This is an optimization exercise on Yosys and OpenROAD, whose aim is small area, a short achievable clock period and few clock cycles, not a production implementation. RTL that was checked went through simulation tests only; none was proved equivalent to the original. Power and IR drop assume default switching activity.

Setup of job 101:
==> module np_read_req_gen, before the edit <==
module np_read_req_gen(
    input         clk,
    input         rst,
    input         transferstart,
    input         rd_dma_start_one,
    input  [63:0] dmaras,
    input  [31:0] dmarad,
    input  [31:0] dmarxs,
    input         rd_TX_des_start_one,
    input  [63:0] TX_des_addr,
    input  [2:0]  read_req_size,
    input  [15:0] req_id,
    input  [31:0] completion_pending,
    output        ready,
    output        non_posted_fifo_wren,
    output [63:0] non_posted_fifo_data,
    output [4:0]  tx_waddr,
    output [31:0] tx_wdata,
    output        tx_we
    );
function [11:0] add11(input [10:0] x, input [10:0] y, input cin);
    reg [10:0] g, p, G, P;
    integer l, i, j;
    begin
        g = x & y;
        p = x ^ y;
        G = g;
        P = p;
        G[0] = g[0] | (p[0] & cin);
        for (l = 0; l < 4; l = l + 1)
            for (i = 0; i < 11; i = i + 1)
                if (i & (1 << l)) begin
                    j = ((i >> l) << l) - 1;
                    G[i] = G[i] | (P[i] & G[j]);
                    P[i] = P[i] & P[j];
                end
        add11 = {G[10], p ^ {G[9:0], cin}};
    end
endfunction
function [51:0] pand52(input [51:0] x);
    reg [51:0] s;
    integer l, i, j;
    begin
        s = x;
        for (l = 0; l < 6; l = l + 1)
            for (i = 0; i < 52; i = i + 1)
                if (i & (1 << l)) begin
                    j = ((i >> l) << l) - 1;
                    s[i] = s[i] & s[j];
                end
        pand52 = s;
    end
endfunction
function le11(input [10:0] x, input [10:0] y);
    reg [11:0] r;
    begin
        r = add11(y, ~x, 1'b1);    
        le11 = r[11];
    end
endfunction
reg        rdy, s_calc, s_w1, s_w2;
reg        des;           
reg        last;          
reg        ok;            
reg        fmt;           
reg [63:2] a;             
reg [27:2] d;             
reg [31:2] n;             
reg [12:2] fkb;           
reg [12:2] LA;            
reg [12:2] LB;            
reg [5:0]  rsh;           
reg [4:0]  T;             
reg [4:0]  T1;            
reg        wren;
reg        w2f, w2n;      
wire start_dma = rdy & rd_dma_start_one;
wire start_des = rdy & rd_TX_des_start_one;
wire start = start_dma | start_des;
wire fire1 = s_w1 & ok;   
wire [12:2] R = {rsh, 5'd0};
wire [10:0] m_lo = {|rsh[5:5], |rsh[5:4], |rsh[5:3], |rsh[5:2], |rsh[5:1], 5'b11111};
wire [10:0] m_hi = {|rsh[4:0], |rsh[3:0], |rsh[2:0], |rsh[1:0], rsh[0], 6'b0};
wire n_hz = ~|n[31:13];
wire nR = n_hz & ~|(n[12:2] & m_hi) & (~|(n[12:2] & R) | ~|(n[12:2] & m_lo));
wire FR = ~|(fkb & m_hi) & (~|(fkb & R) | ~|(fkb & m_lo));
wire nF = n_hz & le11(n[12:2], fkb);
wire lst = nR & nF;
wire [12:2] Lnx = lst ? n[12:2] : (FR ? fkb : R);
wire s_calc_d = ~rst & start_dma;
wire s_w1_d = ~rst & (start_des | (transferstart & (s_calc | (s_w1 & ~ok) | (s_w2 & ~last))));
wire s_w2_d = ~rst & fire1;
wire rdy_d = rst | (rdy & ~rd_dma_start_one & ~rd_TX_des_start_one)
           | (~transferstart & (s_calc | (s_w1 & ~ok))) | (s_w2 & (last | ~transferstart));
wire [12:2] L_d = (start_des | des) ? 11'd8 : Lnx;
wire [4:0] T_d = s_w2 ? T1 : T;
wire ok_d = ~completion_pending[T_d];
wire fire1_d = s_w1_d & ok_d;
wire [11:0] lo_sum = add11({1'b0, a[11:2]}, {1'b0, LB[11:2]}, 1'b0);
wire inc = lo_sum[10] | LB[12];    
wire [51:0] hi_all = pand52(a[63:12]);
wire [63:12] hi_sum = a[63:12] ^ ({hi_all[50:0], 1'b1} & {52{inc}});
wire c32 = inc & hi_all[19];
wire [63:0] ld_addr = rd_dma_start_one ? dmaras : TX_des_addr;
wire ld_fmt = |ld_addr[63:32];
wire fmt_d = start ? ld_fmt : ((|a[63:32]) & ~(c32 & hi_all[51])) | (c32 & ~hi_all[51]);
wire [11:0] d_lo = add11(d[12:2], LB, 1'b0);
wire [14:0] d_hiall = pand52({37'd0, d[27:13]});
wire [27:13] d_hi = d[27:13] ^ ({d_hiall[13:0], 1'b1} & {15{d_lo[11]}});
wire [11:0] n_lo = add11(n[12:2], ~LA, 1'b1);            
wire [18:0] n_hiz = pand52({33'd0, ~n[31:13]});
wire [31:13] n_hi = n[31:13] ^ ({n_hiz[17:0], 1'b1} & {19{~n_lo[11]}});
wire [11:0] f_lo = add11(fkb, ~LA, 1'b1);
wire [11:0] f0 = add11(11'd0, {1'b0, ~dmaras[11:2]}, 1'b1);  
always @(posedge clk) begin
    rdy <= rdy_d;
    s_calc <= s_calc_d;
    s_w1 <= s_w1_d;
    s_w2 <= s_w2_d;
    wren <= s_w2_d | fire1_d;
    w2f <= fire1 & fmt;
    w2n <= fire1 & ~fmt;
    T <= rst ? 5'd0 : T_d;
    T1 <= rst ? 5'd1 : T_d + 5'd1;
    ok <= ok_d;
    LA <= fire1_d ? L_d : 11'd0;
    LB <= LA;
    last <= lst | start_des | des | (s_w1 & ~transferstart);
    fmt <= fmt_d;
    des <= start_des | (des & ~start_dma);
    rsh <= 6'd1 << read_req_size;
    a <= start ? ld_addr[63:2] : {hi_sum, lo_sum[9:0]};
    d <= start_dma ? dmarad[27:2] : {d_hi, d_lo[10:0]};
    n <= start_dma ? dmarxs[31:2] : {n_hi, n_lo[10:0]};
    fkb <= start_dma ? f0[10:0] : (fkb == LA) ? 11'd1024 : f_lo[10:0];
end
assign ready = rdy;
assign non_posted_fifo_wren = wren;
assign non_posted_fifo_data[63]    = (w2f & a[63]) | (w2n & a[31]);
assign non_posted_fifo_data[62]    = (w2f & a[62]) | (w2n & a[30]);
assign non_posted_fifo_data[61]    = (w2f & a[61]) | (w2n & a[29]) | (s_w1 & fmt);
assign non_posted_fifo_data[60:42] = ({19{w2f}} & a[60:42]) | ({19{w2n}} & a[28:10]);
assign non_posted_fifo_data[41:34] = ({8{w2f}} & a[41:34]) | ({8{w2n}} & a[9:2]) | ({8{s_w1}} & LA[11:4]);
assign non_posted_fifo_data[33:32] = ({2{w2f}} & a[33:32]) | ({2{s_w1}} & LA[3:2]);
assign non_posted_fifo_data[31:16] = ({16{w2f}} & a[31:16]) | ({16{s_w1}} & req_id);
assign non_posted_fifo_data[15:13] = {3{w2f}} & a[15:13];
assign non_posted_fifo_data[12:8]  = ({5{w2f}} & a[12:8]) | ({5{s_w1}} & T);
assign non_posted_fifo_data[7:2]   = ({6{w2f}} & a[7:2]) | {6{s_w1}};
assign non_posted_fifo_data[1:0]   = {2{s_w1}};
assign tx_we = s_w2;
assign tx_waddr = T;
assign tx_wdata = {des, 9'b0, d[27:6]};
endmodule
==> flow/config.mk <==
export PLATFORM = sky130hd
export DESIGN_NAME = np_read_req_gen
export DESIGN_NICKNAME = np_read_req_gen
export VERILOG_FILES = /design/flow/design.v
export SDC_FILE = /design/flow/constraint.sdc
export NUM_CORES = 4
export LEC_CHECK = 0
export CAP_MARGIN = 20
export CORE_MARGIN = 2
export CORE_UTILIZATION = 55
export PLACE_DENSITY = 0.7
export SETUP_SLACK_MARGIN = 1.5
export SLEW_MARGIN = 20
==> flow/constraint.sdc <==
create_clock -name core_clock -period 4.5 [get_ports {clk}]
set_input_delay 0.9000 -clock core_clock [delete_from_list [all_inputs] [get_ports {clk}]]
set_output_delay 0.9000 -clock core_clock [all_outputs]
set_load 0.01 [all_outputs]
standard.sh (not shown) runs the stock make flow with config.mk's settings and CLKGATE_MAP_FILE= SYNTH_SCRIPT=/design/flow/synth_recipe.tcl, a recipe that flattens the netlist after the stock synthesis.
==> flow/flow/run.sh <==
#!/bin/bash
# Layout flow: the standard flow (standard.sh) with two changes.
#  1. Synthesis runs the standard script (synth_recipe.tcl) except that ABC maps with
#     flow/abc_delay.script (delay-driven) and adders are not pre-mapped to ripple
#     full/half-adder cells (ADDER_MAP_FILE empty). The registers, their names and cell
#     types are the same as in the standard synthesis.
#  2. Ports get sky130_fd_sc_hd__buf_1 buffers instead of the default delay-buffer cell.
# Each tool's output goes to a log file in this folder (synth.log, standard_flow.log) and
# ORFS's own logs under orfs/logs.
set -euo pipefail
here=$(pwd)
sed 's|^source \$::env(SCRIPTS_DIR)/synth.tcl$|source '"$here"'/flow/synth_delay.tcl|' synth_recipe.tcl > synth_delay_top.tcl
grep -q 'flow/synth_delay.tcl' synth_delay_top.tcl
sed 's|SYNTH_SCRIPT=[^ ]*|SYNTH_SCRIPT='"$here"'/synth_delay_top.tcl|' standard.sh > standard_delay.sh
grep -q 'synth_delay_top.tcl' standard_delay.sh
MY_ABC_SCRIPT=$here/flow/abc_delay.script ADDER_MAP_FILE= bash standard_delay.sh synth > synth.log 2>&1
export BUFFER_PORTS_ARGS="-buffer_cell sky130_fd_sc_hd__buf_1"
bash standard.sh > standard_flow.log 2>&1
==> flow/flow/abc_delay.script <==
strash
dch
map -D 1500
buffer -p
upsize -D 1500
dnsize -D 1500
stime -p
==> flow/flow/synth_delay.tcl <==
# ORFS's synth.tcl, with its ABC call given flow/abc_delay.script (a delay-driven mapping)
# in place of the platform's default ABC script. Everything else is unchanged.
set f [open $::env(SCRIPTS_DIR)/synth.tcl]
set txt [read $f]
close $f
set old {log_cmd abc {*}$abc_args}
if {[string first $old $txt] < 0} { error "synth_delay.tcl: ABC call not found in synth.tcl" }
set txt [string map [list $old {log_cmd abc -script $::env(MY_ABC_SCRIPT) {*}[lrange $abc_args 2 end]}] $txt]
uplevel #0 $txt
For job 102, these inputs were changed with respect to job 101:
-- flow/design.v --
<<< job 101, line 95
           | (~transferstart & (s_calc | (s_w1 & ~ok))) | (s_w2 & (last | ~transferstart));
wire [12:2] L_d = (start_des | des) ? 11'd8 : Lnx;
wire [4:0] T_d = s_w2 ? T1 : T;
wire ok_d = ~completion_pending[T_d];
wire fire1_d = s_w1_d & ok_d;
>>> job 102, line 95
           | (~transferstart & (s_calc | (s_w1 & ~ok))) | (s_w2 & (last | ~transferstart));
wire [12:2] L_d = (start_des | des) ? 11'd8 : Lnx;
wire [4:0] T_d = rst ? 5'd0 : s_w2 ? T1 : T;
wire ok_d = ~completion_pending[T_d];
wire fire1_d = s_w1_d & ok_d;
<<< job 101, line 122
    w2f <= fire1 & fmt;
    w2n <= fire1 & ~fmt;
    T <= rst ? 5'd0 : T_d;
    T1 <= rst ? 5'd1 : T_d + 5'd1;
    ok <= ok_d;
    LA <= fire1_d ? L_d : 11'd0;
>>> job 102, line 122
    w2f <= fire1 & fmt;
    w2n <= fire1 & ~fmt;
    T <= T_d;
    T1 <= T_d + 5'd1;
    ok <= ok_d;
    LA <= fire1_d ? L_d : 11'd0;
Findings:
- Summary of job 102 over job 101: internal power consumption went down about 9%; areal power density over the cells moved down; reported combinational group power went down 11%; placement-stage cell area went down by 1.0%.
- Total congestion overflow came out exactly the same in job 102 and job 101.
- Post-layout instance area went down slightly going from job 101 to job 102.
- Area of the mapped netlist in job 102 vs job 101: down 170 sq um
Testbench counts of job 102, summed over its fixed seeds: cycles 52,910.
The RTL of job 101 was laid out without a check of its function.

re-timing with driven ports:
No port has a modelled driver above. Below, the same layouts with a new extraction and two added sets of constraints.
Step 1 assumes that a clkbuf_16 drives the clock port and a buf_2 every other input.
Step 2 also shifts input and output timing later by t, the mid clock arrival at the registers, as if the neighbouring blocks saw the same clock.
a / b / c = ideal ports / drivers / drivers and shift; a / b = the first two.
run | t (ns) | setup slack, ns | hold WS [ns] | slew at the worst register clock pin (ns)
job 101 | 0.473 | 1.563 / 1.515 / 1.452 | 0.401 / 0.401 / 0.401 | 0.07 / 0.07
job 102 | 0.482 | 1.606 / 1.557 / 1.192 | 0.414 / 0.414 / 0.414 | 0.08 / 0.08
After both steps setup and hold are still met in every run listed. For job 102, which loses most, drivers alone change the setup slack by -0.049 ns; drivers and shift together by -0.414 ns.
